What follows belongs to an exercise in optimizing a design on an open flow for small area; a production flow would make more cautious choices.
At most, simulation tests tie the RTL to the original design; equivalence was not proved.
Function not checked in runs 1 to 3: the RTL went through the layout flow alone.
No activity file was given, so power comes from the tool's default toggle rates.

File: config.mk
export PLATFORM = sky130hd
export DESIGN_NAME = CounterSelector
export DESIGN_NICKNAME = CounterSelector
export VERILOG_FILES = /design/flow/design.v
export SDC_FILE = /design/flow/constraint.sdc
export NUM_CORES = 4
export LEC_CHECK = 0
export CAP_MARGIN = 20
export CORE_MARGIN = 2
export CORE_UTILIZATION = 40
export CTS_BUF_LIST = sky130_fd_sc_hd__clkbuf_8
export SLEW_MARGIN = 20
File: constraint.sdc
create_clock -name core_clock -period 150.0 [get_ports {clk}]
set_input_delay 30.0000 -clock core_clock [delete_from_list [all_inputs] [get_ports {clk}]]
set_output_delay 30.0000 -clock core_clock [all_outputs]
set_load 0.01 [all_outputs]
File: design.v
module Decodificador9(input logic [3:0] d, output logic [6:0] salida);
    always_comb begin
        case (d)
            4'd1: salida = 7'b1111001;
            4'd2: salida = 7'b0100100;
            4'd3: salida = 7'b0110000;
            4'd4: salida = 7'b0011001;
            4'd5: salida = 7'b0010010;
            4'd6: salida = 7'b0000010;
            4'd7: salida = 7'b1111000;
            4'd8: salida = 7'b0000000;
            4'd9: salida = 7'b0011000;
            default: salida = 7'b1000000;
        endcase
    end
endmodule
module LED_Animation (
    input  logic clk,
    input  logic reset,
    input  logic tick,
    input  logic count_reached,
    output logic [2:0] s
);
    logic [1:0] r;
    always_ff @(posedge clk or posedge reset) begin
        if (reset) begin
            r <= 2'd3;
            s <= 3'd0;
        end else if (tick) begin
            if (r == 2'd3) begin
                if (count_reached) r <= 2'd0;
            end else if (s[2] & s[0]) begin
                s <= 3'd0;
                r <= r + 2'd1;
            end else begin
                s <= s + 3'd1;
            end
        end
    end
endmodule
module Debounce(
    input logic clk,
    input logic reset,
    input logic button_in,
    output logic button_out
);
    parameter integer DEBOUNCE_TIME = 20;  
    logic [4:0] counter;  
    logic button_reg;      
    logic settled;
    assign settled = counter[4] & counter[2];
    always_ff @(posedge clk or posedge reset) begin
        if (reset) begin
            counter <= 0;
            button_reg <= 0;
            button_out <= 0;
        end else begin
            if (button_in != button_reg) begin
                counter <= 0;  
            end else if (!settled) begin
                counter <= counter + 1;  
            end else begin
                button_out <= button_in;  
            end
            button_reg <= button_in;  
        end
    end
endmodule
module TimeBase (
    input  logic clk,
    input  logic reset,
    output logic pulse,
    output logic tick
);
    logic [3:0] tb_lo;     
    logic [6:0] tb_sec;    
    logic [4:0] tb_led;    
    logic sec_end;
    assign sec_end = (tb_sec[6:2] == 5'b11111) && tb_sec[0];
    always_ff @(posedge clk or posedge reset) begin
        if (reset) begin
            tb_lo  <= 4'd0;
            tb_sec <= 7'd0;
            tb_led <= 5'd0;
        end else begin
            tb_lo <= tb_lo + 4'd1;
            if (&tb_lo) begin
                tb_led <= tb_led + 5'd1;
                tb_sec <= sec_end ? 7'd1 : tb_sec + 7'd1;
            end
        end
    end
    assign pulse = (tb_lo == 4'd0) && sec_end;
    assign tick  = (&tb_lo) && (tb_led == 5'd15);
endmodule
module CounterSelector(
    input  logic clk,
    input  logic reset,
    input  logic next_button,
    input  logic select_button,    
    input  logic selec_A_M,
    input  logic buttonM,
    output logic [6:0] display_7seg,
    output logic [6:0] seg_centenas,
    output logic [6:0] seg_decenas,
    output logic [6:0] seg_unidades,
    output logic [4:0] led
);
    function automatic [7:0] step_add(input logic [7:0] b, input logic [1:0] k);
        logic [3:0] q, u;
        q = b[7:4];
        u = b[3:0];
        case (k)
            2'b01: if (u[3] & u[0]) begin q = q + 4'd1; u = 4'd0; end
                   else u = u + 4'd1;
            2'b10: if (u[3] | (u[2] & u[1])) begin q = q + 4'd1; u = u - 4'd6; end
                   else u = u + 4'd4;
            default: q = q + 4'd1;
        endcase
        step_add = {q, u};
    endfunction
    logic pulse, tick;
    TimeBase timebase (.clk(clk), .reset(reset), .pulse(pulse), .tick(tick));
    logic next_button_clean, selec_A_M_clean, buttonM_clean;
    Debounce #(.DEBOUNCE_TIME(20)) db_next (
        .clk(clk), .reset(reset), .button_in(next_button), .button_out(next_button_clean));
    Debounce #(.DEBOUNCE_TIME(20)) db_mode (
        .clk(clk), .reset(reset), .button_in(selec_A_M), .button_out(selec_A_M_clean));
    Debounce #(.DEBOUNCE_TIME(20)) db_btnM (
        .clk(clk), .reset(reset), .button_in(buttonM), .button_out(buttonM_clean));
    logic press, next_press, prev_select_button, prev_next_button, buttonM_prev;
    logic bedge;
    always_ff @(posedge clk or posedge reset) begin
        if (reset) begin
            press <= 1'b0;
            next_press <= 1'b0;
            prev_select_button <= 1'b0;
            prev_next_button <= 1'b0;
            buttonM_prev <= 1'b0;
        end else begin
            prev_select_button <= select_button;
            press <= select_button & ~prev_select_button;
            prev_next_button <= next_button_clean;
            next_press <= next_button_clean & ~prev_next_button;
            buttonM_prev <= buttonM_clean;
        end
    end
    assign bedge = buttonM_clean & ~buttonM_prev;
    logic pE, pU;             
    logic [1:0] didx;         
    logic sm;                 
    logic [1:0] si;           
    logic aclr, mclr;
    assign didx = {pE | pU, ~pE};
    always_ff @(posedge clk or posedge reset) begin
        if (reset) begin
            pE <= 1'b0;
            pU <= 1'b0;
            sm <= 1'b0;
            si <= 2'd0;
        end else begin
            if (si == 2'd0) begin
                if (next_press) begin
                    pE <= ~pE & ~pU;
                    pU <= pE;
                end
                if (press) begin
                    sm <= selec_A_M_clean;
                    si <= didx;
                end
            end else if (sm ? mclr : aclr) begin
                si <= 2'd0;
            end
        end
    end
    assign display_7seg = {~pE, 3'b000, ~pU, ~pU, ~pE};
    logic [1:0] aw, ar, aaw;       
    logic [7:0] av;
    logic a_lim;
    logic [1:0] mw;
    logic [7:0] mv;
    logic m_lim, m_z;
    logic [7:0] sum;          
    assign a_lim = &av[7:4];
    assign m_lim = &mv[7:4];
    assign m_z   = mv[3] & mv[1];
    assign mclr  = m_z;
    assign sum = step_add(sm ? ((mw == si && !m_z) ? mv : 8'd0)
                             : ((aw == si) ? av : 8'd0), si);
    always_ff @(posedge clk) begin
        if (pulse && !sm && si != 2'd0 && !(aw == si && a_lim))
            aw <= si;
        if (bedge && sm && si != 2'd0 && !(mw == si && m_lim))
            mw <= si;
    end
    always_ff @(posedge clk or posedge reset) begin
        if (reset) begin
            av <= 8'd0;
            ar <= 2'd0;
        end else begin
            ar <= a_lim ? aw : 2'd0;
            if (pulse) begin
                if (!sm && si != 2'd0 && !(aw == si && a_lim))
                    av <= sum;
                else
                    av <= 8'd0;
            end
        end
    end
    assign aclr = (ar != 2'd0);
    always_ff @(posedge clk or posedge reset) begin
        if (reset) begin
            mv <= 8'd0;
        end else if (bedge) begin
            if (sm && si != 2'd0) begin
                if (mw == si && m_lim) mv <= 8'h0A;
                else mv <= sum;
            end else begin
                mv <= 8'd0;
            end
        end
    end
    logic [2:0] aas, s1, s4, s10;
    LED_Animation anim_a   (.clk(clk), .reset(reset), .tick(tick), .count_reached(aclr), .s(aas));
    LED_Animation anim_1M  (.clk(clk), .reset(reset), .tick(tick), .count_reached(m_z && mw == 2'd1), .s(s1));
    LED_Animation anim_4M  (.clk(clk), .reset(reset), .tick(tick), .count_reached(m_z && mw == 2'd2), .s(s4));
    LED_Animation anim_10M (.clk(clk), .reset(reset), .tick(tick), .count_reached(m_z && mw == 2'd3), .s(s10));
    always_ff @(posedge clk)
        if (aclr) aaw <= ar;
    logic [7:0] dv;
    logic [3:0] dq, dt;
    logic [2:0] ds;
    always_comb begin
        if (selec_A_M_clean) begin
            dv = (mw == didx) ? mv : 8'd0;
            case (didx)
                2'b01:   ds = s1;
                2'b10:   ds = s4;
                default: ds = s10;
            endcase
        end else begin
            dv = (aw == didx) ? av : 8'd0;
            ds = (aaw == didx) ? aas : 3'd0;
        end
    end
    assign dq = dv[7:4];
    assign dt = (dq >= 4'd10) ? dq - 4'd10 : dq;
    assign seg_centenas = (dq >= 4'd10) ? 7'b1111001 : 7'b1000000;
    Decodificador9 dec_decenas  (.d(dt), .salida(seg_decenas));
    Decodificador9 dec_unidades (.d(dv[3:0]), .salida(seg_unidades));
    assign led = {ds[2] & ds[0], ds[2], ds[2] | (ds[1] & ds[0]), ds[2] | ds[1], |ds};
endmodule
File: run.sh
#!/bin/bash
# synth_recipe.tcl (not shown) runs the flow's synth.tcl, then flattens the netlist and writes it again
# the make line also repeats each setting of config.mk as NAME=value (left out here)
make -C /OpenROAD-flow-scripts/flow DESIGN_CONFIG=/design/flow/config.mk WORK_HOME=/design/flow/orfs CLKGATE_MAP_FILE= SYNTH_SCRIPT=/design/flow/synth_recipe.tcl finish
==> out/summary.txt, run 1 <==
Synth async-reset ratio: 93.4%
worst-path cell chain: nor2b_1, a22o_1, and2_1, a22oi_4, nor2_1, or2_1, ha_1, mux2_1, clkdlybuf4s50_1
cell family with most CP delay: simple AND/OR/NAND/NOR gates
Synth top area share: 36.9%
Area Overhead vs Synth: 11.6%
synthesized area: 0.00522 mm²
Die W: 118 µm
Post-Synth Adder-Cell Area: 7.91%
die span in y: 118 µm
RSZ-0062 raised after global routing: false
Synth Area in Compound Gates: 16.6%
Yosys top cell by area: dfrtp_1
total number of vias: 3946
sequential cell area fraction in the yosys report: 44.4%
Core ar.: 0.0127 mm²
Worst Path Buf+Inv: 1
slew margin rel.: 48.5%
starting density of the core: 41.2%
XOR/XNOR Fraction of Synth Area: 4.51%
r2r setup slk: 146.92 ns
largest net degree at the start of global routing: 86
Total Neg Setup Slack: 0 ns
pwr dens: 9.01 mW/mm²
Tot Pwr: 0.0525 mW
Setup Buffers After CTS: 0
cts hold-fix bufs: 0
grt ovf: 0
Crit path required time: 120.00 ns
vias per std cell: 5.27
residual DRC count: 0
Worst path max stage delay: 0.50 ns
CTS sink count: 91
Post-Route WL: 10800 µm
outcome: no timing/DRC/antenna violations
number of placement rows: 41
Clock transition at path regs: 0.09 ns
CTS resizes: 0
Syn. warnings: 5
initial antenna violation count: 0
layout cells sized above 1: 6.93%
Setup CP Type: reg2out
Critical Path Fanout Max: 9
I/O pin total: 39
Max Cap Viol: 0
Hold Startpoint: prev_next_button
CTS buffer count: 9
Total Routing Usage GR: 16.2%
commonest cells in the netlist: dfrtp_1 (77), nand2_1 (70), nor2_1 (43)
CTS tree: built
# fillers: 1220
R2R Path Start: si[1]
later-pin clock latency in the skew report: 0.37 ns
Final Setup Violations: 0
top flop regs: av: 8 flops, mv: 8 flops, timebase.tb_sec: 7 flops
post-layout util: 46.0%
hpwl dp: 7880 µm
nets@finish: 611
CP startpoint kind: flop
minimum clock period after layout: 33.48 ns
Worst Setup End Kind: output port
EDFF count, synth: 6
crit path from: mw[1]
Hold Path Class: reg2reg
final cycle utilization of the critical path: 22.3%
largest family of logic cells by synthesized area: simple AND/OR/NAND/NOR gates
Lkg Pwr: 2.59 nW
count of different cell masters after synthesis: 66
r2r endpoint: av[5]
Worst path slowest cell: edfxtp_1
H-tree levels: 3
Worst Tran Pin Value: 0.772 ns
die area: 0.0140 mm²
largest cells by area after synthesis: dfrtp_1 (37%), ha_1 (7.9%), nand2_1 (5.0%), dfstp_2 (4.0%), edfxtp_1 (3.5%)
drt first pass iters: 4
fmax: 29.9 MHz
most common cell in the netlist: dfrtp_1
Mapped Cells: 548
first-pass GRT wire length: 18300 µm
Hold Path Cell Cnt: 1
Fin Clk Skew: 0.0112 ns
CP arrival: 3.48 ns
ys flop type: dfrtp_1
Simple-Gate Fraction of Synth Area: 18.3%
Pins Over Slew Limit: 0
Register-to-Register Path Depth: 10
Antenna Diode Count: 0
starting DRC count in detailed routing: 217
register bit count reported by yosys: 91
wire length per cell: 14.4 µm
clk buf depth: 2
final hold viol count: 0
Final ANT Viol Nets: 0
vias in the first global route: 3774
RePlAce Congestion: 0.917
VDD IR max: 0.00693 mV
Min-Delay Endpoint: next_press
Buffers on Ports: 32
Clock Root Buffer: clkbuf_8
syn avg cell area: 9.53 µm²
mux contribution to synthesized area: 3.69%
worst reg2reg max path, cell delays in order (launching register included):
cell and delay (ns):
dfrtp_1 0.52, xor2_1 0.23, nor3_1 0.08, buf_4 0.20
a32oi_1 0.40, inv_1 0.09, ha_1 0.25, a211o_1 0.30
a221o_1 0.43, a22oi_1 0.33, o21ai_1 0.12
where the power goes:
part,internal [mW],switching (mW)
clock,0.00683,0.00865
combinational,0.00339,0.00619
sequential,0.0258,0.00164
per-stage QoR:
stage / setup slack (ns) / hold slack (ns) / instance area, µm² / instances
CTS: 116.51 / 0.403 / 5820 / 749
detailed placement: 116.95 / 0.390 / 5640 / 733
global placement: 117.06 / 0.382 / 5640 / 733
global route: 116.34 / 0.422 / 5830 / 749
floorplan: 117.58 / 0.376 / 5240 / 552
finish: 116.52 / 0.397 / 5830 / 749
worst max path at each step:
stage                      to  slack, ns  cells after the start
6_report       seg_decenas[3]     116.52                      9
5_1_grt        seg_decenas[3]     116.34                      9
4_1_cts        seg_decenas[3]     116.51                      9
3_5_place_dp   seg_decenas[3]     116.95                      9
3_3_place_gp   seg_decenas[3]     117.06                      9
2_1_floorplan  seg_decenas[3]     117.58                      9
area by class of cell:
cell class / count / area [µm²] / share of cell area (%)
Multi-Input combinational cell: 413 / 2690 / 46.1
Clock buffer: 11 / 151 / 2.60
Clock inverter: 5 / 27.5 / 0.473
Tap cell: 172 / 215 / 3.69
Inverter: 23 / 87.6 / 1.50
Timing Repair Buffer: 34 / 339 / 5.82
Sequential cell: 91 / 2320 / 39.8
layout by cell type (no fill, tap or decap), types with 15 or more instances in the layout:
master / Yosys / final
inv_1: 21 / 21
o21ai_1: 16 / 16
clkdlybuf4s50_1: 0 / 32
nor2_1: 43 / 43
a22o_1: 15 / 15
nand3_1: 24 / 24
ha_1: 33 / 33
nand2_1: 70 / 70
a21oi_1: 21 / 21
dfrtp_1: 77 / 77
o21ai_0: 35 / 35
cell families (layout without fill, tap and decap cells):
logic type / Yosys count / count (layout)
flops: 91 / 91
compound gates: 131 / 131
simple gates: 199 / 199
xor+xnor: 26 / 26
buf+inv: 48 / 73
fa+ha+maj: 33 / 33
other cells: 2 / 6
mux: 18 / 18
metal layers:
| metal | routed length (µm) | global-route usage (%) |
|---|---|---|
| met5 | 0 | 0 |
| met4 | 140 | 5.35 |
| met3 | 487 | 4.01 |
| met2 | 5140 | 25.7 |
| met1 | 5030 | 21.7 |
==> inputs of run 2 (changes only) <==
--- a/config.mk
+++ b/config.mk
@@ -8,5 +8,5 @@
 export CAP_MARGIN = 20
 export CORE_MARGIN = 2
-export CORE_UTILIZATION = 40
-export CTS_BUF_LIST = sky130_fd_sc_hd__clkbuf_8
+export CORE_UTILIZATION = 70
+export CTS_BUF_LIST = sky130_fd_sc_hd__clkbuf_4 sky130_fd_sc_hd__clkbuf_8
 export SLEW_MARGIN = 20
==> out/summary.txt, run 2 <==
outcome: no timing/DRC/antenna violations
I/O pin total: 39 (unchanged)
metal1 wirelength: 4660 µm (-7.3%)
largest net degree at the start of global routing: 86 (unchanged)
final hold viol count: 0 (unchanged)
vias per std cell: 6.16 (+17%)
nets@finish: 611 (unchanged)
Met2 Wirelength: 5140 µm (about the same)
instance area at placement: 0.00555 mm² (-1.6%)
die span in y: 90.4 µm (-24%)
r2r setup slk: 146.99 ns (+0.07 ns)
Synth async-reset ratio: 93.4% (unchanged)
final cycle utilization of the critical path: 22.3% (-0.027 points)
Mapped Cells: 548 (unchanged)
met3 wire length: 606 µm (+24%)
Clock Root Buffer: clkbuf_8
Min-Delay Endpoint: press
later-pin clock latency in the skew report: 0.36 ns (about the same)
initial antenna violation count: 0 (unchanged)
starting DRC count in detailed routing: 318 (+47%)
hpwl dp: 7640 µm (-3.0%)
pre-CTS setup slack: 116.99 ns (+0.0400 ns)
number of placement rows: 31 (-24%)
count of different cell masters after synthesis: 66 (unchanged)
drt first pass iters: 5 (+1)
Worst Setup End Kind: output port
Hold Startpoint: prev_select_button
CTS buffer count: 9 (unchanged)
Die W: 90.4 µm (-24%)
Final Setup Violations: 0 (unchanged)
Setup Buffers After CTS: 0 (unchanged)
R2R Path Start: si[1]
Hold Path Class: reg2reg
fmax: 29.9 MHz (+0.12%)
Pins Over Slew Limit: 0 (unchanged)
sequential cell area fraction in the yosys report: 44.4% (unchanged)
CTS resizes: 0 (unchanged)
Post-Route WL: 10600 µm (-1.9%)
Top Metal Used: met4
vias in the first global route: 3955 (+4.8%)
Total Neg Setup Slack: 0 ns (unchanged)
Buffers on Ports: 32 (unchanged)
clk buf depth: 2 (unchanged)
RePlAce Congestion: 0.858 (-6.5%)
top flop regs: av: 8 flops, mv: 8 flops, timebase.tb_sec: 7 flops
minimum clock period after layout: 33.44 ns (-0.0400 ns)
r2r endpoint: mv[6]
Total Routing Usage GR: 27.1% (+11 points)
Synth top area share: 36.9% (unchanged)
synthesized area: 0.00522 mm² (unchanged)
# fillers: 484 (-60%)
EDFF count, synth: 6 (unchanged)
syn avg cell area: 9.53 µm² (unchanged)
VDD IR max: 0.00724 mV (+4.5%)
CTS sink count: 91 (unchanged)
Final ANT Viol Nets: 0 (unchanged)
most frequent cells in the layout: dfrtp_1 (77), nand2_1 (70), nor2_1 (43)
Hold Path Cell Cnt: 1 (unchanged)
Syn. warnings: 5 (unchanged)
Setup CP Type: reg2out
Final Worst Setup Slack: 116.56 ns (+0.0400 ns)
starting density of the core: 72.0% (+31 points)
first-pass GRT wire length: 18100 µm (-1.1%)
Worst Tran Pin Value: 0.761 ns (-0.0116 ns)
Critical Path Fanout Max: 9 (unchanged)
Lkg Pwr: 2.60 nW (+0.28%)
H-tree levels: 3 (unchanged)
residual DRC count: 0 (unchanged)
layout cells sized above 1: 7.11% (+0.17 points)
most common cell in the netlist: dfrtp_1
ys flop type: dfrtp_1
Yosys top cell by area: dfrtp_1
pwr dens: 9.36 mW/mm² (+3.8%)
Core ar.: 0.00725 mm² (-43%)
slew margin rel.: 48.8% (+0.31 points)
Crit path required time: 120.00 ns (about the same)
commonest cells in the netlist: dfrtp_1 (77), nand2_1 (70), nor2_1 (43)
grt ovf: 0 (unchanged)
Max Cap Viol: 0 (unchanged)
most common cell after layout, fill and taps aside: dfrtp_1
register bit count reported by yosys: 91 (unchanged)
CP startpoint kind: flop
Antenna Diode Count: 0 (unchanged)
wire length per cell: 15.7 µm (+8.7%)
CTS tree: built
design area: 0.00575 mm² (-1.2%)
largest cells by area after synthesis: dfrtp_1 (37%), ha_1 (7.9%), nand2_1 (5.0%), dfstp_2 (4.0%), edfxtp_1 (3.5%)
CP arrival: 3.44 ns (-0.04 ns)
Clock transition at path regs: 0.09 ns (about the same)
Register-to-Register Path Depth: 10 (unchanged)
Area Overhead vs Synth: 10.2%
die area: 0.00816 mm² (-42%)
Fin Clk Skew: 0.0144 ns (+0.00324 ns)
RSZ-0062 raised after global routing: false
cts hold-fix bufs: 0 (unchanged)
total number of vias: 4162 (+5.5%)
-- run 2: changes by cell type in the layout (fill, tap and decap cells not counted), sizes merged --
cell | before | now
clkinv | 4 | 6
bufinv | 0 | 1
clkbuf | 11 | 10
clkinvlp | 1 | 0
inv | 23 | 22
-- run 2: cells by family after synthesis --
logic type | share of synthesized area (%)
AOI/OAI and AO/OA | 16.6
xor gates and xnor gates | 4.51
adders and majority gates | 7.91
buffers and inverters | 4.41
DFF | 44.4
muxes | 3.69
other | 0.144
and+or+nand+nor | 18.3
-- run 2: layer usage --
layer	vias up	global-route usage, %
met5	-	0
met4	0	8.72
met3	21	4.51
met2	161	44.7
met1	1996	36.9
li1	1984	-
-- run 2: worst max-delay path by stage --
stage / end / startpoint / cells after the start / slack [ns]
after floorplan: seg_decenas[3] / mw[1] / 9 / 117.58
after global placement: seg_decenas[3] / mw[1] / 9 / 117.07
after detailed placement: seg_decenas[3] / mw[1] / 9 / 116.99
after CTS: seg_decenas[3] / mw[1] / 9 / 116.56
after global routing: seg_decenas[3] / pE / 9 / 116.41
final: seg_decenas[3] / mw[1] / 9 / 116.56
-- run 2: area by class of cell --
type,instances,area (µm²),area share [%]
clock buffer,10,131,2.28
clock inverter,6,66.3,1.15
inverter,23,87.6,1.52
multi-input combinational,413,2690,46.7
sequential,91,2320,40.3
tap,99,124,2.15
timing repair buffer,34,339,5.89
-- run 2: worst max-delay path: stages, from the launching register on --
cell             delay [ns]
edfxtp_1               0.51
nor2b_1                0.19
a22o_1                 0.27
and2_1                 0.30
a22oi_4                0.36
nor2_1                 0.10
or2_1                  0.26
ha_1                   0.32
mux2_1                 0.30
clkdlybuf4s50_1        0.48
-- run 2: power breakdown --
part           switching [mW]  total (mW)  internal (mW)
clock network         0.00885      0.0168        0.00796
registers             0.00161      0.0274         0.0258
logic                 0.00620     0.00960        0.00339
-- run 2: metrics by stage --
step	cells	power [mW]	utilization, %	hold slack (ns)
finish	676	0.0538	79.3	0.394
global route	676	0.0563	79.3	0.417
CTS	676	0.0537	79.3	0.398
detailed placement	660	0.0371	76.5	0.386
global placement	660	0.0370	76.5	0.384
floorplan	552	0.0348	-	0.376
==> inputs of run 3 (changes only) <==
--- a/design.v
+++ b/design.v
@@ -45,21 +45,17 @@
     output logic button_out
 );
-    parameter integer DEBOUNCE_TIME = 20;  
-    logic [4:0] counter;  
+    logic [4:0] counter;
     logic button_reg;      
-    logic settled;
-    assign settled = counter[4] & counter[2];
-    always_ff @(posedge clk or posedge reset) begin
-        if (reset) begin
-            counter <= 0;
+    always_ff @(posedge clk or posedge reset) begin
+        if (reset) begin
+            counter <= 5'd11;
             button_reg <= 0;
             button_out <= 0;
         end else begin
             if (button_in != button_reg) begin
-                counter <= 0;  
-            end else if (!settled) begin
-                counter <= counter + 1;  
+                counter <= 5'd11;  
             end else begin
-                button_out <= button_in;  
+                counter <= counter + 5'd1;
+                if (&counter) button_out <= button_in;
             end
             button_reg <= button_in;  
@@ -123,9 +119,9 @@
     TimeBase timebase (.clk(clk), .reset(reset), .pulse(pulse), .tick(tick));
     logic next_button_clean, selec_A_M_clean, buttonM_clean;
-    Debounce #(.DEBOUNCE_TIME(20)) db_next (
+    Debounce db_next (
         .clk(clk), .reset(reset), .button_in(next_button), .button_out(next_button_clean));
-    Debounce #(.DEBOUNCE_TIME(20)) db_mode (
+    Debounce db_mode (
         .clk(clk), .reset(reset), .button_in(selec_A_M), .button_out(selec_A_M_clean));
-    Debounce #(.DEBOUNCE_TIME(20)) db_btnM (
+    Debounce db_btnM (
         .clk(clk), .reset(reset), .button_in(buttonM), .button_out(buttonM_clean));
     logic press, next_press, prev_select_button, prev_next_button, buttonM_prev;
==> flow/run.sh (new file) <==
#!/bin/bash
# Own layout flow: the standard ORFS flow (standard.sh) with two changes:
#  - synthesis maps the logic with an area-oriented ABC script (flow/abc_area.script)
#    in place of ORFS's speed script; everything else in synthesis is unchanged;
#  - port buffers use the smallest buffer, sky130_fd_sc_hd__buf_1.
# Each tool's full output goes to a log of its own in this folder and in orfs/logs/.
set -euo pipefail
W=$PWD
rm -rf "$W/scripts_area"
cp -r "$FLOW_HOME/scripts" "$W/scripts_area"
cp "$W/flow/abc_area.script" "$W/scripts_area/abc_speed.script"
SCRIPTS_DIR="$W/scripts_area" bash standard.sh synth > "$W/synth.log" 2>&1
BUFFER_PORTS_ARGS="-buffer_cell sky130_fd_sc_hd__buf_1" bash standard.sh finish > "$W/layout.log" 2>&1
rm -rf "$W/scripts_area"
==> flow/abc_area.script (new file) <==
strash
&get -n
&deepsyn -T 30
&dch
&nf -a
&put
==> standard.sh (new file) <==
#!/bin/bash
# synth_recipe.tcl (not shown) runs the flow's synth.tcl, then flattens the netlist and writes it again
# the make line also repeats each setting of config.mk as NAME=value (left out here)
make -C /OpenROAD-flow-scripts/flow DESIGN_CONFIG=/design/flow/config.mk WORK_HOME=/design/flow/orfs CLKGATE_MAP_FILE= SYNTH_SCRIPT=/design/flow/synth_recipe.tcl "${@:-finish}"
--- a/config.mk
+++ b/config.mk
@@ -8,5 +8,5 @@
 export CAP_MARGIN = 20
 export CORE_MARGIN = 2
-export CORE_UTILIZATION = 70
-export CTS_BUF_LIST = sky130_fd_sc_hd__clkbuf_4 sky130_fd_sc_hd__clkbuf_8
+export CORE_UTILIZATION = 40
+export CTS_BUF_LIST = sky130_fd_sc_hd__clkbuf_8
 export SLEW_MARGIN = 20
removed: run.sh
==> out/summary.txt, run 3 <==
number of placement rows: 40 (+29%)
most common cell in the netlist: dfrtp_1
worst-path cell chain: nor2_1, o22ai_1, a2111oi_0, nor2_1, o221a_1, clkinv_1, ha_1, nor2b_1, a211oi_1, buf_1
syn avg cell area: 10.1 µm² (+5.8%)
Antenna Diode Count: 0 (unchanged)
CTS tree: built
Total Neg Setup Slack: 0 ns (unchanged)
register bit count reported by yosys: 91 (unchanged)
layout cells sized above 1: 6.82% (-0.29 points)
starting density of the core: 40.9% (-31 points)
Critical Path Fanout Max: 11 (+2)
slew margin rel.: 39.6% (-9.3 points)
Crit path required time: 120.00 ns (about the same)
Max Cap Viol: 0 (unchanged)
Yosys top cell by area: dfrtp_1
final hold viol count: 0 (unchanged)
hpwl dp: 7180 µm (-6.0%)
top flop regs: av: 8 flops, mv: 8 flops, timebase.tb_sec: 7 flops
starting DRC count in detailed routing: 246 (-23%)
Final ANT Viol Nets: 0 (unchanged)
nets@finish: 561 (-8.2%)
Clock Root Buffer: clkbuf_8
Buffers on Ports: 32 (unchanged)
count of different cell masters after synthesis: 47 (-29%)
Total Routing Usage GR: 16.1% (-11 points)
EDFF count, synth: 6 (unchanged)
CP startpoint kind: flop
CTS resizes: 0 (unchanged)
synthesized area: 0.00489 mm² (-6.3%)
later-pin clock latency in the skew report: 0.37 ns (about the same)
largest net degree at the start of global routing: 86 (unchanged)
die span in y: 115 µm (+27%)
Post-Route WL: 9840 µm (-7.1%)
most common cell after layout, fill and taps aside: dfrtp_1
Worst Path Buf+Inv: 2 (+1)
total number of vias: 3671 (-12%)
grt ovf: 0 (unchanged)
outcome: no timing/DRC/antenna violations
Worst Tran Pin Value: 0.884 ns (+0.123 ns)
crit path from: pE
Area Overhead vs Synth: 9.37%
Syn. warnings: 5 (unchanged)
Crit path depth: 10 (+1)
largest cells by area after synthesis: dfrtp_1 (35%), dfstp_2 (9.1%), ha_1 (8.2%), nand2_1 (4.1%), a22o_1 (3.9%)
Worst path max stage delay: 0.80 ns (+0.29 ns)
Hold Path Cell Cnt: 0 (-1)
R2R Path Start: si[1]
residual DRC count: 0 (unchanged)
Worst path slowest cell: a2111oi_0
die area: 0.0131 mm² (+61%)
multi-input logic area: 0.00239 mm² (-11%)
most frequent cells in the layout: dfrtp_1 (68), nand2_1 (53), nor2_1 (35)
vias per std cell: 5.44 (-12%)
first-pass GRT wire length: 16900 µm (-7.1%)
sequential cell area fraction in the yosys report: 47.6% (+3.2 points)
RePlAce Congestion: 0.829 (-3.5%)
wire length per cell: 14.6 µm (-7.0%)
cts hold-fix bufs: 0 (unchanged)
Register-to-Register Path Depth: 10 (unchanged)
CP arrival: 3.48 ns (+0.04 ns)
VDD IR max: 0.00811 mV (+12%)
Hold WS: 0.401 ns (+0.00638 ns)
final cycle utilization of the critical path: 22.3% (+0.027 points)
pwr dens: 11.4 mW/mm² (+22%)
Setup CP Type: reg2out
commonest cells in the netlist: dfrtp_1 (68), nand2_1 (53), nor2_1 (35)
Core ar.: 0.0120 mm² (+65%)
Sequential cell area: 0.00233 mm² (+0.49%)
Clock transition at path regs: 0.10 ns (about the same)
post-layout util: 44.7% (-35 points)
Synth async-reset ratio: 93.4% (unchanged)
# fillers: 1155 (+140%)
instance area at placement: 0.00514 mm² (-7.3%)
vias in the first global route: 3654 (-7.6%)
I/O pin total: 39 (unchanged)
Worst Setup End Kind: output port
Mapped Cells: 485 (-11%)
Final Setup Violations: 0 (unchanged)
Fin Clk Skew: 0.0117 ns (-0.00274 ns)
Hold Path Class: reg2reg
H-tree levels: 3 (unchanged)
most used cell, CP: nor2_1
minimum clock period after layout: 33.48 ns (+0.0400 ns)
initial antenna violation count: 0 (unchanged)
ys flop type: dfrtp_1
cell family with most CP delay: compound AO/OA/AOI/OAI gates
Setup Buffers After CTS: 0 (unchanged)
Die W: 115 µm (+27%)
Synth top area share: 34.8% (-2.1 points)
CTS sink count: 91 (unchanged)
CTS buffer count: 9 (unchanged)
RSZ-0062 raised after global routing: false
fmax: 29.9 MHz (-0.12%)
design area: 0.00535 mm² (-7.0%)
drt first pass iters: 5 (unchanged)
Hold Startpoint: db_next.button_out
Lkg Pwr: 2.38 nW (-8.2%)
Pins Over Slew Limit: 0 (unchanged)
clk buf depth: 2 (unchanged)
run 3: through the flow:
step | instances | total power [mW] | setup slack [ns]
floorplan | 489 | 0.0408 | 117.34
finish | 675 | 0.0608 | 116.52
detailed placement | 659 | 0.0445 | 116.95
global route | 675 | 0.0651 | 116.14
CTS | 675 | 0.0615 | 116.51
global placement | 659 | 0.0441 | 117.10
run 3: worst reg2reg max path, delay by kind of cell, from the launching register on:
family | cells | cell delay (ns)
AO/OA/AOI/OAI | 3 | 0.69
XOR/XNOR | 1 | 0.20
buffers and inverters | 2 | 0.24
adder cells (fa/ha/maj) | 1 | 0.20
flip-flops | 1 | 0.50
AND/OR/NAND/NOR | 2 | 0.93
multiplexers | 1 | 0.37
run 3: final cells by class:
cell class | instances | share of cell area, %
clock buffers | 10 | 2.57
well taps | 147 | 3.44
flip-flops and latches | 91 | 43.5
repair buffers | 34 | 2.60
multi-input cells | 360 | 44.8
clock inverters | 6 | 1.17
inverters | 27 | 1.92
run 3: metal layers:
layer / vias to the layer above / global-route usage, % / wire length, µm
li1: 1822 / - / -
met5: - / 0 / 0
met2: 59 / 25.4 / 4620
met1: 1771 / 21.6 / 4660
met4: 0 / 6.50 / 190
met3: 19 / 3.65 / 362
run 3: worst paths after layout:
kind                            slack, ns                  to
worst max-delay path               116.52      seg_decenas[3]
worst min-delay path                 0.40    prev_next_button
worst max register to register     146.75               av[4]
worst min register to register       0.40    prev_next_button
max in group asynchronous          119.68               ar[1]
min in group asynchronous           29.81  timebase.tb_led[0]
run 3: cells by family (layout without fill, tap and decap cells):
| logic type | count (synthesis) | after routing | synth area share, % |
|---|---|---|---|
| adders and majority gates | 32 | 32 | 8.19 |
| xor gates and xnor gates | 26 | 26 | 4.66 |
| AOI/OAI and AO/OA | 120 | 120 | 17.2 |
| muxes | 10 | 10 | 2.28 |
| other | 2 | 6 | 0.154 |
| and+or+nand+nor | 166 | 166 | 16.1 |
| buffers and inverters | 38 | 77 | 3.76 |
| DFF | 91 | 91 | 47.6 |
run 3: power by group:
part	switching [mW]	internal, mW	leakage [nW]
clock	0.00876	0.00816	0.106
sequential	0.00284	0.0277	1.12
combinational	0.00871	0.00467	1.15
==> inputs of run 4 (changes only) <==
--- a/design.v
+++ b/design.v
@@ -45,17 +45,17 @@
     output logic button_out
 );
-    logic [4:0] counter;
+    logic [4:0] lfsr;
     logic button_reg;      
     always_ff @(posedge clk or posedge reset) begin
         if (reset) begin
-            counter <= 5'd11;
+            lfsr <= 5'b11101;
             button_reg <= 0;
             button_out <= 0;
         end else begin
             if (button_in != button_reg) begin
-                counter <= 5'd11;  
+                lfsr <= 5'b11101;  
             end else begin
-                counter <= counter + 5'd1;
-                if (&counter) button_out <= button_in;
+                lfsr <= {lfsr[3:0], lfsr[4] ^ lfsr[2]};
+                if (&lfsr) button_out <= button_in;
             end
             button_reg <= button_in;  
@@ -229,5 +229,5 @@
     always_comb begin
         if (selec_A_M_clean) begin
-            dv = (mw == didx) ? mv : 8'd0;
+            dv = (mw == didx && !m_z) ? mv : 8'd0;
             case (didx)
                 2'b01:   ds = s1;
@@ -244,5 +244,11 @@
     assign seg_centenas = (dq >= 4'd10) ? 7'b1111001 : 7'b1000000;
     Decodificador9 dec_decenas  (.d(dt), .salida(seg_decenas));
-    Decodificador9 dec_unidades (.d(dv[3:0]), .salida(seg_unidades));
+    assign seg_unidades[0] = (~dv[3] & ~dv[2] & ~dv[1] & dv[0]) | (dv[2] & ~dv[1] & ~dv[0]);
+    assign seg_unidades[1] = dv[2] & (dv[1] ^ dv[0]);
+    assign seg_unidades[2] = ~dv[2] & dv[1] & ~dv[0];
+    assign seg_unidades[3] = (~dv[2] & ~dv[1] & dv[0]) | (dv[2] & ~dv[1] & ~dv[0]) | (dv[2] & dv[1] & dv[0]);
+    assign seg_unidades[4] = dv[0] | (dv[2] & ~dv[1]);
+    assign seg_unidades[5] = (~dv[2] & dv[1]) | (~dv[3] & ~dv[2] & dv[0]) | (dv[1] & dv[0]);
+    assign seg_unidades[6] = (~dv[3] & ~dv[2] & ~dv[1]) | (dv[2] & dv[1] & dv[0]);
     assign led = {ds[2] & ds[0], ds[2], ds[2] | (ds[1] & ds[0]), ds[2] | ds[1], |ds};
 endmodule
==> flow/run.sh (replaced) <==
#!/bin/bash
# Own layout flow: the standard ORFS flow (standard.sh) with two changes:
#  - synthesis maps the logic with an area-oriented ABC script (flow/abc_area.script)
#    in place of ORFS's speed script, and leaves adders to ABC instead of mapping
#    them to half/full adder cells first (ADDER_MAP_FILE empty); registers, their
#    names and everything else in synthesis are unchanged;
#  - port buffers use the smallest buffer, sky130_fd_sc_hd__buf_1.
# Each tool's full output goes to a log of its own in this folder and in orfs/logs/.
set -euo pipefail
W=$PWD
rm -rf "$W/scripts_area"
cp -r "$FLOW_HOME/scripts" "$W/scripts_area"
cp "$W/flow/abc_area.script" "$W/scripts_area/abc_speed.script"
ADDER_MAP_FILE= SCRIPTS_DIR="$W/scripts_area" bash standard.sh synth > "$W/synth.log" 2>&1
BUFFER_PORTS_ARGS="-buffer_cell sky130_fd_sc_hd__buf_1" bash standard.sh finish > "$W/layout.log" 2>&1
rm -rf "$W/scripts_area"
==> out/summary.txt, run 4 <==
outcome: no timing/DRC/antenna violations
register bit count reported by yosys: 91 (unchanged)
top flop regs: av: 8 flops, mv: 8 flops, timebase.tb_sec: 7 flops
Worst path max stage delay: 0.62 ns (-0.18 ns)
synthesized area: 0.00432 mm² (-12%)
final hold viol count: 0 (unchanged)
Clock Root Buffer: clkbuf_8
Max Cap Viol: 0 (unchanged)
Pint: 0.0383 mW (-5.6%)
cell family with most CP delay: compound AO/OA/AOI/OAI gates
Mapped Cells: 438 (-9.7%)
die area: 0.0117 mm² (-11%)
Worst path slowest cell: a21oi_1
Hold Path Class: reg2reg
fraction of power spent switching nets: 35.2% (+1.8 points)
most common cell after layout, fill and taps aside: dfrtp_1
EDFF count, synth: 6 (unchanged)
CTS buffer count: 9 (unchanged)
nets@finish: 481 (-14%)
syn avg cell area: 9.87 µm² (-2.1%)
initial antenna violation count: 0 (unchanged)
slew margin rel.: 35.0% (-4.5 points)
vias in the first global route: 2995 (-18%)
VDD IR max: 0.00594 mV (-27%)
sequential cell area fraction in the yosys report: 54.0% (+6.3 points)
layout cells sized above 1: 7.92% (+1.1 points)
largest net degree at the start of global routing: 86 (unchanged)
I/O pin total: 39 (unchanged)
Antenna Diode Count: 0 (unchanged)
Logic pwr share: 20.9% (-1.1 points)
clk buf depth: 2 (unchanged)
Worst Path Buf+Inv: 1 (-1)
CP arrival: 3.37 ns (-0.11 ns)
pwr dens: 12.4 mW/mm² (+9.3%)
commonest cells in the netlist: dfrtp_1 (65), nand2_1 (47), nor2_1 (36)
Worst Setup End Kind: output port
Worst Tran Pin Value: 0.967 ns (+0.0834 ns)
die span in y: 108 µm (-5.8%)
H-tree levels: 3 (unchanged)
Crit path required time: 120.00 ns (about the same)
CP startpoint kind: flop
Clock transition at path regs: 0.10 ns (about the same)
ys flop type: dfrtp_1
Clk network pwr share: 26.9% (-0.9 points)
first-pass GRT wire length: 14700 µm (-13%)
cts hold-fix bufs: 0 (unchanged)
worst-path cell chain: nor2_1, o22ai_1, a21oi_1, a22oi_1, or2_0, a31oi_1, and2_0, buf_1
Post-Route WL: 8680 µm (-12%)
wire length per cell: 14.1 µm (-3.3%)
Die W: 108 µm (-5.8%)
most common cell in the netlist: dfrtp_1
residual DRC count: 0 (unchanged)
Psw: 0.0208 mW (+2.3%)
Total Neg Setup Slack: 0 ns (unchanged)
RePlAce Congestion: 0.930 (+12%)
sequential group share of total power: 52.2% (+2.0 points)
Synth async-reset ratio: 93.4% (unchanged)
instance area at placement: 0.00455 mm² (-11%)
grt ovf: 0 (unchanged)
Critical Path Fanout Max: 11 (unchanged)
Setup Buffers After CTS: 0 (unchanged)
minimum clock period after layout: 33.37 ns (-0.111 ns)
Yosys top cell by area: dfrtp_1
Final ANT Viol Nets: 0 (unchanged)
vias per std cell: 5.40 (-0.78%)
Final Setup Violations: 0 (unchanged)
later-pin clock latency in the skew report: 0.37 ns (about the same)
Area Overhead vs Synth: 9.81%
Total Routing Usage GR: 16.1% (-0.039 points)
drt first pass iters: 5 (unchanged)
largest cells by area after synthesis: dfrtp_1 (38%), dfstp_2 (12%), edfxtp_1 (4.2%), nand2_1 (4.1%), o21ai_0 (3.5%)
CTS sink count: 91 (unchanged)
Fin Clk Skew: 0.0148 ns (+0.00311 ns)
number of placement rows: 37 (-7.5%)
final cycle utilization of the critical path: 22.2% (-0.074 points)
CTS resizes: 0 (unchanged)
count of different cell masters after synthesis: 41 (-13%)
Lkg Pwr: 1.90 nW (-20%)
Syn. warnings: 5 (unchanged)
Setup CP Type: reg2out
Synth top area share: 37.6% (+2.8 points)
Buffers on Ports: 32 (unchanged)
starting density of the core: 41.5% (+0.62 points)
CTS tree: built
Core ar.: 0.0104 mm² (-13%)
hpwl dp: 6180 µm (-14%)
total number of vias: 3324 (-9.5%)
r2r setup slk: 147.19 ns (+0.44 ns)
Pins Over Slew Limit: 0 (unchanged)
RSZ-0062 raised after global routing: false
# fillers: 984 (-15%)
most frequent cells in the layout: dfrtp_1 (65), nand2_1 (47), nor2_1 (36)
fmax: 30.0 MHz (+0.33%)
design area: 0.00475 mm² (-11%)
starting DRC count in detailed routing: 193 (-22%)
run 4: changes by cell type in the layout (fill, tap and decap cells not counted), moves of 6 or more:
cell	change
mux2_1	-6
clkinv_1	-12
a22o_1	-15
nand2b_1	+7
nand2_1	-6
o21ai_0	+10
and3_1	-7
ha_1	-32
run 4: power by group through the flow:
| stage | registers [mW] | logic, mW | clock network (mW) |
|---|---|---|---|
| global placement | 0.0312 | 0.0122 | 0 |
| CTS | 0.0308 | 0.0125 | 0.0164 |
| floorplan | 0.0303 | 0.00977 | 0 |
| detailed placement | 0.0313 | 0.0124 | 0 |
| global route | 0.0314 | 0.0140 | 0.0175 |
| finish | 0.0308 | 0.0124 | 0.0159 |
run 4: layout make-up:
cell class	instances	area, µm²	area share (%)
clock buffer	9	124	2.61
inverter	15	57.6	1.21
tap	136	170	3.58
sequential	91	2330	49.1
clock inverter	7	65.1	1.37
multi-input combinational	325	1870	39.3
timing repair buffer	33	131	2.77
run 4: through the flow:
step / instances / util (%) / power, mW / hold slack [ns] / setup slack, ns
3_5_place_dp: 600 / 43.7 / 0.0437 / 0.384 / 117.05
2_1_floorplan: 442 / - / 0.0400 / 0.363 / 117.55
6_report: 616 / 45.6 / 0.0590 / 0.393 / 116.63
4_1_cts: 616 / 45.5 / 0.0597 / 0.394 / 116.63
3_3_place_gp: 600 / 43.7 / 0.0434 / 0.373 / 117.26
5_1_grt: 616 / 45.6 / 0.0629 / 0.404 / 116.28
run 4: kinds of logic (layout without fill, tap and decap cells):
kind of cell           Yosys count  count (layout)  share of synthesized area, %
AO/OA/AOI/OAI                  110             110                          16.0
XOR/XNOR                        21              21                          4.25
buffers and inverters           26              64                          3.21
flip-flops                      91              91                          54.0
multiplexers                     6               6                          1.48
other                            2               6                         0.174
AND/OR/NAND/NOR                182             182                          20.9
run 4: worst paths after layout:
kind / end / start / cells after the start
max in group asynchronous: anim_a.s[0] / reset / 3
min in group asynchronous: db_next.lfsr[1] / reset / 3
max reg2reg: mv[7] / si[0] / 7
min reg2reg: next_press / prev_next_button / 1
min: next_press / prev_next_button / 1
max: seg_decenas[2] / pE / 8
run 4: metal layers:
layer	global-route usage [%]	part of all wire, %
met1	23.1	49
met2	23.8	45
met3	4.16	4.6
met4	5.13	1.7
met5	0	0
==> inputs of run 5 (changes only) <==
--- a/design.v
+++ b/design.v
@@ -130,15 +130,14 @@
         if (reset) begin
             press <= 1'b0;
-            next_press <= 1'b0;
             prev_select_button <= 1'b0;
-            prev_next_button <= 1'b0;
-            buttonM_prev <= 1'b0;
         end else begin
             prev_select_button <= select_button;
             press <= select_button & ~prev_select_button;
-            prev_next_button <= next_button_clean;
-            next_press <= next_button_clean & ~prev_next_button;
-            buttonM_prev <= buttonM_clean;
-        end
+        end
+    end
+    always_ff @(posedge clk) begin
+        prev_next_button <= next_button_clean;
+        next_press <= next_button_clean & ~prev_next_button;
+        buttonM_prev <= buttonM_clean;
     end
     assign bedge = buttonM_clean & ~buttonM_prev;
@@ -153,5 +152,4 @@
             pE <= 1'b0;
             pU <= 1'b0;
-            sm <= 1'b0;
             si <= 2'd0;
         end else begin
@@ -161,8 +159,5 @@
                     pU <= pE;
                 end
-                if (press) begin
-                    sm <= selec_A_M_clean;
-                    si <= didx;
-                end
+                if (press) si <= didx;
             end else if (sm ? mclr : aclr) begin
                 si <= 2'd0;
@@ -170,4 +165,6 @@
         end
     end
+    always_ff @(posedge clk)
+        if (si == 2'd0 && press) sm <= selec_A_M_clean;
     assign display_7seg = {~pE, 3'b000, ~pU, ~pU, ~pE};
     logic [1:0] aw, ar, aaw;       
@@ -190,10 +187,10 @@
             mw <= si;
     end
+    always_ff @(posedge clk)
+        ar <= a_lim ? aw : 2'd0;
     always_ff @(posedge clk or posedge reset) begin
         if (reset) begin
             av <= 8'd0;
-            ar <= 2'd0;
-        end else begin
-            ar <= a_lim ? aw : 2'd0;
+        end else begin
             if (pulse) begin
                 if (!sm && si != 2'd0 && !(aw == si && a_lim))
==> flow/abc_area.script (replaced) <==
strash
&get -n
&deepsyn -I 1 -J 500
&dch -f
&nf -a -R 1000
&put
==> out/summary.txt, run 5 <==
outcome: no timing/DRC/antenna violations
VDD IR max: 0.00551 mV (-7.2%)
Die W: 106 µm (-1.9%)
H-tree levels: 3 (unchanged)
most frequent cells in the layout: dfrtp_1 (59), nand2_1 (47), nor2_1 (41)
number of placement rows: 37 (unchanged)
minimum clock period after layout: 33.40 ns (+0.0330 ns)
instance area at placement: 0.00439 mm² (-3.6%)
die area: 0.0112 mm² (-3.8%)
RSZ-0062 raised after global routing: false
synthesized area: 0.00415 mm² (-4.0%)
Post-Route WL: 8040 µm (-7.4%)
design area: 0.00459 mm² (-3.4%)
Clock Root Buffer: clkbuf_8
Hold Path Class: reg2reg
Tot Pwr: 0.0574 mW (-2.8%)
Synth async-reset ratio: 86.8% (-6.6 points)
Top Metal Used: met4
ys flop type: dfrtp_1
nets@finish: 463 (-3.7%)
Worst Setup End Kind: output port
total number of vias: 3072 (-7.6%)
Clock transition at path regs: 0.10 ns (about the same)
sequential cell area fraction in the yosys report: 55.7% (+1.7 points)
Synth top area share: 35.6% (-2.1 points)
slew margin rel.: 31.7% (-3.3 points)
Total Neg Setup Slack: 0 ns (unchanged)
hpwl dp: 5590 µm (-9.4%)
Yosys top cell by area: dfrtp_1
final cycle utilization of the critical path: 22.3% (about the same)
vias in the first global route: 2801 (-6.5%)
Lkg Pwr: 1.89 nW (-0.29%)
pre-CTS setup slack: 117.01 ns (-0.0430 ns)
# fillers: 987 (+0.30%)
clk buf depth: 2 (unchanged)
Syn. warnings: 5 (unchanged)
largest cells by area after synthesis: dfrtp_1 (36%), dfstp_2 (13%), edfxtp_1 (5.1%), nand2_1 (4.2%), a21oi_1 (3.7%)
CTS resizes: 0 (unchanged)
Final Worst Setup Slack: 116.60 ns (-0.0330 ns)
starting density of the core: 40.8% (-0.74 points)
Antenna Diode Count: 0 (unchanged)
syn avg cell area: 9.91 µm² (+0.39%)
cts hold-fix bufs: 0 (unchanged)
drt first pass iters: 4 (-1)
fmax: 29.9 MHz (-0.10%)
layout cells sized above 1: 8.23% (+0.31 points)
largest net degree at the start of global routing: 80 (-7.0%)
CTS sink count: 91 (unchanged)
commonest cells in the netlist: dfrtp_1 (59), nand2_1 (47), nor2_1 (41)
Setup Buffers After CTS: 0 (unchanged)
Core ar.: 0.0102 mm² (-2.2%)
register bit count reported by yosys: 91 (unchanged)
grt ovf: 0 (unchanged)
Worst Tran Pin Value: 1.02 ns (+0.0492 ns)
Fin Clk Skew: 0.0162 ns (+0.00140 ns)
wire length per cell: 13.4 µm (-4.6%)
fin cells: 598 (-2.9%)
Final Setup Violations: 0 (unchanged)
Crit path required time: 120.00 ns (about the same)
EDFF count, synth: 7 (+1)
Max Cap Viol: 0 (unchanged)
later-pin clock latency in the skew report: 0.37 ns (about the same)
vias per std cell: 5.14 (-4.8%)
count of different cell masters after synthesis: 37 (-9.8%)
CTS tree: built
pwr dens: 12.5 mW/mm² (+0.57%)
RePlAce Congestion: 0.835 (-10%)
CTS buffer count: 9 (unchanged)
die span in y: 106 µm (-1.9%)
CP arrival: 3.40 ns (+0.03 ns)
most common cell after layout, fill and taps aside: dfrtp_1
initial antenna violation count: 0 (unchanged)
CP startpoint kind: flop
Pins Over Slew Limit: 0 (unchanged)
starting DRC count in detailed routing: 92 (-52%)
final hold viol count: 0 (unchanged)
Setup CP Type: reg2out
top flop regs: av: 8 flops, mv: 8 flops, timebase.tb_sec: 7 flops
Critical Path Fanout Max: 8 (-3)
metal1 wirelength: 3890 µm (-8.7%)
Total Routing Usage GR: 15.3% (-0.81 points)
Area Overhead vs Synth: 10.5%
placed insts: 582 (-3.0%)
Buffers on Ports: 32 (unchanged)
I/O pin total: 39 (unchanged)
Mapped Cells: 419 (-4.3%)
residual DRC count: 0 (unchanged)
first-pass GRT wire length: 13500 µm (-7.8%)
most common cell in the netlist: dfrtp_1
Met2 Wirelength: 3720 µm (-4.1%)
met3 wire length: 329 µm (-17%)
Final ANT Viol Nets: 0 (unchanged)
[run 5: cell count changes after synthesis, sizes merged, moves of 6 or more]
| cell | change |
|---|---|
| a22o | +8 |
| dfrtp | -6 |
| nand3 | -14 |
| a21oi | +7 |
[run 5: through the flow]
stage | util [%] | hold slack, ns
2_1_floorplan | - | 0.357
3_3_place_gp | 43.1 | 0.375
3_5_place_dp | 43.1 | 0.377
4_1_cts | 45.0 | 0.396
5_1_grt | 45.0 | 0.401
6_report | 45.0 | 0.384
[run 5: cell type report]
type | instances | area (µm²) | area share, %
Clock buffer | 9 | 124 | 2.70
Sequential cell | 91 | 2310 | 50.4
Clock inverter | 7 | 72.6 | 1.58
Multi-Input combinational cell | 302 | 1700 | 37.1
Timing Repair Buffer | 34 | 135 | 2.95
Inverter | 19 | 71.3 | 1.56
Tap cell | 136 | 170 | 3.71
[run 5: metal layers]
layer  vias to the layer above  global-route usage (%)
met5                         -                       0
met1                      1472                    20.0
met2                        59                    24.3
met4                         0                    5.45
li1                       1532                       -
met3                         9                    4.27
[run 5: kinds of logic (layout without fill, tap and decap cells)]
| kind of cell | Yosys count | after routing | share of synthesized area (%) |
|---|---|---|---|
| compound gates | 108 | 108 | 16.0 |
| mux | 5 | 5 | 1.33 |
| buf+inv | 30 | 69 | 3.71 |
| other cells | 2 | 6 | 0.181 |
| flops | 91 | 91 | 55.7 |
| simple gates | 166 | 166 | 19.5 |
| xor+xnor | 17 | 17 | 3.59 |
[run 5: worst max-delay path, stage by stage (launching register included)]
cell and delay, ns:
dfrtp_1 0.45, nor2_1 0.38, o21ai_0 0.14, a21oi_1 0.13
a31oi_1 0.05, nor2_1 0.46, a22o_1 0.32, xor2_1 0.27
o21ai_0 0.20, nand2b_1 0.14, nand2_1 0.07, nor2_1 0.17
o32ai_1 0.11, buf_1 0.15
[run 5: power by group]
part	switching (mW)	internal, mW	leakage [nW]	total [mW]
combinational	0.00698	0.00344	0.710	0.0104
clock	0.00890	0.00779	0.102	0.0167
sequential	0.00261	0.0276	1.08	0.0302
[run 5: path summary, 6_finish.rpt]
| kind | to | startpoint | slack (ns) | cells past startpoint |
|---|---|---|---|---|
| max in group asynchronous | mv[1] | reset | 119.45 | 3 |
| worst min-delay path | next_press | prev_next_button | 0.38 | 1 |
| worst min register to register | next_press | prev_next_button | 0.38 | 1 |
| worst max register to register | mv[7] | si[0] | 146.52 | 12 |
| worst max-delay path | seg_decenas[5] | pE | 116.60 | 13 |
| min in group asynchronous | timebase.tb_sec[2] | reset | 29.91 | 3 |
==> inputs of run 6 (changes only) <==
--- a/design.v
+++ b/design.v
@@ -69,24 +69,20 @@
     output logic tick
 );
-    logic [3:0] tb_lo;     
-    logic [6:0] tb_sec;    
-    logic [4:0] tb_led;    
-    logic sec_end;
-    assign sec_end = (tb_sec[6:2] == 5'b11111) && tb_sec[0];
-    always_ff @(posedge clk or posedge reset) begin
-        if (reset) begin
-            tb_lo  <= 4'd0;
-            tb_sec <= 7'd0;
-            tb_led <= 5'd0;
-        end else begin
-            tb_lo <= tb_lo + 4'd1;
-            if (&tb_lo) begin
-                tb_led <= tb_led + 5'd1;
-                tb_sec <= sec_end ? 7'd1 : tb_sec + 7'd1;
-            end
-        end
-    end
-    assign pulse = (tb_lo == 4'd0) && sec_end;
-    assign tick  = (&tb_lo) && (tb_led == 5'd15);
+    logic [10:0] sec;
+    logic [8:0]  led;
+    logic sec_p, led_z;
+    assign sec_p = (sec == 11'b10011111111);
+    assign led_z = (led[7:0] == 8'd0);
+    always_ff @(posedge clk or posedge reset) begin
+        if (reset) begin
+            sec <= 11'b00011111111;
+            led <= 9'b010100000;
+        end else begin
+            sec <= {sec[9:0], (sec[10] ^ sec[8]) & ~sec_p};
+            led <= {led[7:0], led[8] ^ led[4] ^ led_z};
+        end
+    end
+    assign pulse = sec_p;
+    assign tick  = led_z & ~led[8];
 endmodule
 module CounterSelector(
@@ -168,5 +164,5 @@
         if (si == 2'd0 && press) sm <= selec_A_M_clean;
     assign display_7seg = {~pE, 3'b000, ~pU, ~pU, ~pE};
-    logic [1:0] aw, ar, aaw;       
+    logic [1:0] aw, aaw;      
     logic [7:0] av;
     logic a_lim;
@@ -187,6 +183,8 @@
             mw <= si;
     end
-    always_ff @(posedge clk)
-        ar <= a_lim ? aw : 2'd0;
+    always_ff @(posedge clk) begin
+        aclr <= a_lim;
+        if (a_lim) aaw <= aw;
+    end
     always_ff @(posedge clk or posedge reset) begin
         if (reset) begin
@@ -201,5 +199,4 @@
         end
     end
-    assign aclr = (ar != 2'd0);
     always_ff @(posedge clk or posedge reset) begin
         if (reset) begin
@@ -219,6 +216,4 @@
     LED_Animation anim_4M  (.clk(clk), .reset(reset), .tick(tick), .count_reached(m_z && mw == 2'd2), .s(s4));
     LED_Animation anim_10M (.clk(clk), .reset(reset), .tick(tick), .count_reached(m_z && mw == 2'd3), .s(s10));
-    always_ff @(posedge clk)
-        if (aclr) aaw <= ar;
     logic [7:0] dv;
     logic [3:0] dq, dt;
--- a/flow/run.sh
+++ b/flow/run.sh
@@ -5,5 +5,6 @@
 #    them to half/full adder cells first (ADDER_MAP_FILE empty); registers, their
 #    names and everything else in synthesis are unchanged;
-#  - port buffers use the smallest buffer, sky130_fd_sc_hd__buf_1.
+#  - port buffers use the smallest buffer, sky130_fd_sc_hd__buf_1;
+#  - clock tree synthesis uses clkbuf_8 buffers and inserts no dummy loads.
 # Each tool's full output goes to a log of its own in this folder and in orfs/logs/.
 set -euo pipefail
@@ -13,4 +14,5 @@
 cp "$W/flow/abc_area.script" "$W/scripts_area/abc_speed.script"
 ADDER_MAP_FILE= SCRIPTS_DIR="$W/scripts_area" bash standard.sh synth > "$W/synth.log" 2>&1
+CTS_ARGS="-sink_clustering_enable -repair_clock_nets -dont_use_dummy_load -buf_list sky130_fd_sc_hd__clkbuf_8" \
 BUFFER_PORTS_ARGS="-buffer_cell sky130_fd_sc_hd__buf_1" bash standard.sh finish > "$W/layout.log" 2>&1
 rm -rf "$W/scripts_area"
==> out/summary.txt, run 6 <==
outcome: no timing/DRC/antenna violations
instance area at placement: 0.00431 mm² (-1.9%)
fmax: 29.9 MHz (-0.27%)
most common cell after layout, fill and taps aside: nand2_1
Max Cap Viol: 0 (unchanged)
Total Neg Setup Slack: 0 ns (unchanged)
Worst path max stage delay: 0.68 ns (+0.22 ns)
H-tree levels: 3 (unchanged)
starting DRC count in detailed routing: 155 (+68%)
EDFF count, synth: 7 (unchanged)
multi-input logic area: 0.00156 mm² (-8.4%)
Lkg Pwr: 1.78 nW (-6.1%)
r2r setup slk: 146.33 ns (-0.19 ns)
final cycle utilization of the critical path: 22.3% (+0.061 points)
Hold Path Class: reg2reg
Clock transition at path regs: 0.08 ns (-0.02 ns)
Crit path required time: 120.00 ns (about the same)
Clock Root Buffer: clkbuf_8
largest cells by area after synthesis: dfrtp_1 (33%), dfstp_2 (19%), edfxtp_1 (5.2%), nand2_1 (5.1%), a21oi_1 (3.7%)
Logic pwr share: 19.7% (+1.5 points)
Yosys top cell by area: dfrtp_1
Final Worst Setup Slack: 116.51 ns (-0.0920 ns)
Final ANT Viol Nets: 0 (unchanged)
wire length per cell: 14.0 µm (+4.5%)
pre-CTS setup slack: 116.96 ns (-0.0550 ns)
syn avg cell area: 10.3 µm² (+4.3%)
slew margin rel.: 39.0% (+7.3 points)
Hold Startpoint: timebase.sec[4]
Syn. warnings: 5 (unchanged)
commonest cells in the netlist: nand2_1 (55), dfrtp_1 (53), nor2_1 (34)
vias in the first global route: 2841 (+1.4%)
Mapped Cells: 394 (-6.0%)
CP startpoint kind: flop
hpwl dp: 5420 µm (-3.2%)
top flop regs: timebase.sec: 11 flops, timebase.led: 9 flops
CTS tree: built
Setup Buffers After CTS: 0 (unchanged)
Antenna Diode Count: 0 (unchanged)
first-pass GRT wire length: 13800 µm (+2.0%)
met3 wire length: 365 µm (+11%)
vias per std cell: 5.26 (+2.3%)
crit path from: pE
count of different cell masters after synthesis: 43 (+16%)
R2R Path Start: si[1]
metal1 wirelength: 3910 µm (+0.59%)
sequential group share of total power: 57.1% (+4.4 points)
Area Overhead vs Synth: 8.91%
Pint: 0.0374 mW (-3.7%)
Worst Setup End Kind: output port
CTS buffer count: 9 (unchanged)
RePlAce Congestion: 0.875 (+4.8%)
Met2 Wirelength: 3570 µm (-4.0%)
largest net degree at the start of global routing: 84 (+5.0%)
CTS resizes: 0 (unchanged)
worst-path cell chain: nor2_1, o211ai_1, a21oi_1, a31oi_1, a21oi_1, a22oi_1, clkinv_1, nor2_1, o21ai_0, o21ai_0, nor3_1, buf_1
total number of vias: 2960 (-3.6%)
most frequent cells in the layout: nand2_1 (55), dfrtp_1 (53), nor2_1 (34)
CTS sink count: 94 (+3.3%)
number of flip-flops in the largest register: 11
layout cells sized above 1: 9.77% (+1.5 points)
later-pin clock latency in the skew report: 0.35 ns (-0.02 ns)
ys flop type: dfrtp_1
I/O pin total: 39 (unchanged)
Sequential cell area: 0.00240 mm² (+4.0%)
die span in y: 105 µm (-0.93%)
Tot Pwr: 0.0549 mW (-4.2%)
Critical Path Fanout Max: 10 (+2)
Clk network pwr share: 23.3% (-5.8 points)
drt first pass iters: 4 (unchanged)
pwr dens: 12.4 mW/mm² (-0.93%)
Post-Route WL: 7910 µm (-1.6%)
# fillers: 949 (-3.9%)
Pins Over Slew Limit: 0 (unchanged)
Synth top area share: 32.6% (-3.0 points)
fraction of power spent switching nets: 31.9% (-0.35 points)
Buffers on Ports: 32 (unchanged)
initial antenna violation count: 0 (unchanged)
CP arrival: 3.49 ns (+0.09 ns)
starting density of the core: 41.5% (+0.70 points)
design area: 0.00443 mm² (-3.3%)
Final Setup Violations: 0 (unchanged)
Worst Tran Pin Value: 0.915 ns (-0.101 ns)
synthesized area: 0.00407 mm² (-1.9%)
VDD IR max: 0.00598 mV (+8.6%)
Die W: 105 µm (-0.93%)
grt ovf: 0 (unchanged)
post-layout util: 45.2% (+0.13 points)
number of placement rows: 36 (-2.7%)
most common cell in the netlist: nand2_1
Core ar.: 0.00982 mm² (-3.6%)
nets@finish: 438 (-5.4%)
register bit count reported by yosys: 94 (+3.3%)
minimum clock period after layout: 33.49 ns (+0.0920 ns)
RSZ-0062 raised after global routing: false
cts hold-fix bufs: 0 (unchanged)
Fin Clk Skew: 0.0264 ns (+0.0102 ns)
final hold viol count: 0 (unchanged)
Synth async-reset ratio: 88.3% (+1.5 points)
Setup CP Type: reg2out
Worst path slowest cell: a21oi_1
Total Routing Usage GR: 15.3% (+0.042 points)
register with the most flip-flops: timebase.sec
Top Metal Used: met4
Psw: 0.0175 mW (-5.2%)
residual DRC count: 0 (unchanged)
die area: 0.0110 mm² (-1.9%)
clk buf depth: 2 (unchanged)
sequential cell area fraction in the yosys report: 59.1% (+3.4 points)
[run 6: cell types whose count changed after synthesis, sizes merged, moves of 4 or more]
cell and delta:
dfrtp -6, dfstp +10, xnor2 -4, nand2 +8, a22o -7, nor2 -7, clkinv -8
[run 6: metrics by stage]
stage          hold WS (ns)  instances
3_5_place_dp          0.358        554
4_1_cts               0.358        563
5_1_grt               0.361        563
3_3_place_gp          0.355        554
2_1_floorplan         0.345        398
6_report              0.358        563
[run 6: worst max-delay path, delay by kind of cell (launching register included)]
family                 cells  cell delay [ns]
buffers and inverters      2             0.33
AOI/OAI and AO/OA          7             1.84
DFF                        1             0.46
and+or+nand+nor            3             0.51
[run 6: cell type report]
class / instances / area share [%]
flip-flops and latches: 94 / 54.2
multi-input cells: 282 / 35.1
clock buffers: 9 / 2.79
well taps: 133 / 3.75
inverters: 11 / 0.959
repair buffers: 34 / 3.13
[run 6: path summary, 6_finish.rpt]
path / endpoint / cells after the start
setup / recovery: seg_decenas[1] / 12
hold / removal: timebase.sec[5] / 0
setup reg to reg: av[7] / 14
hold reg to reg: timebase.sec[5] / 0
max in group asynchronous: av[4] / 3
min in group asynchronous: mv[0] / 3
[run 6: cells by family after synthesis]
group           count (synthesis)  share of synthesized area, %
mux                             4                          1.08
flops                          94                          59.1
xor+xnor                       11                          2.37
simple gates                  154                          17.9
buf+inv                        22                          3.04
compound gates                107                          16.3
other cells                     2                         0.184
[run 6: power groups by stage]
stage	logic [mW]	clock network [mW]	registers, mW
finish	0.0108	0.0128	0.0314
detailed placement	0.0108	0	0.0318
CTS	0.0109	0.0134	0.0313
global route	0.0123	0.0144	0.0318
global placement	0.0106	0	0.0317
floorplan	0.00831	0	0.0309
[run 6: metal layers]
| metal | up-vias | track usage, % |
|---|---|---|
| met5 | - | 0 |
| met4 | 0 | 5.43 |
| met3 | 6 | 2.25 |
| met2 | 72 | 22.8 |
| met1 | 1420 | 22.8 |
| li1 | 1462 | - |

port drivers added, routing unchanged:
No port has a modelled driver above. Below, the same layouts with a new extraction and two added sets of constraints.
Step 1: set_driving_cell puts a clkbuf_16 on clk and a buf_2 on each other input, an assumption about the parent block.
Step 2 adds t to the input delays and takes it off the output delays; t is the mean of the earliest and latest rising clock arrival at the registers after step 1. Input paths then give back, and output paths get back, about the clock's delay inside the block.
a / b / c = no drivers / after step 1 / after step 2; a / b = the first two.
run	shift t [ns]	slack for setup (ns)	latest minus earliest clock arrival (ns)	worst data-port slew with drivers (ns)
run 1	0.398	116.523 / 116.492 / 116.890	0.011 / 0.011	0.03
run 2	0.389	116.563 / 116.531 / 116.920	0.016 / 0.015	0.03
run 3	0.397	116.523 / 116.490 / 116.886	0.013 / 0.013	0.03
run 4	0.393	116.634 / 116.600 / 116.993	0.015 / 0.015	0.03
run 5	0.393	116.601 / 116.569 / 116.962	0.016 / 0.017	0.03
run 6	0.369	116.509 / 116.479 / 116.848	0.028 / 0.028	0.03
After both steps every run listed still meets setup and hold.
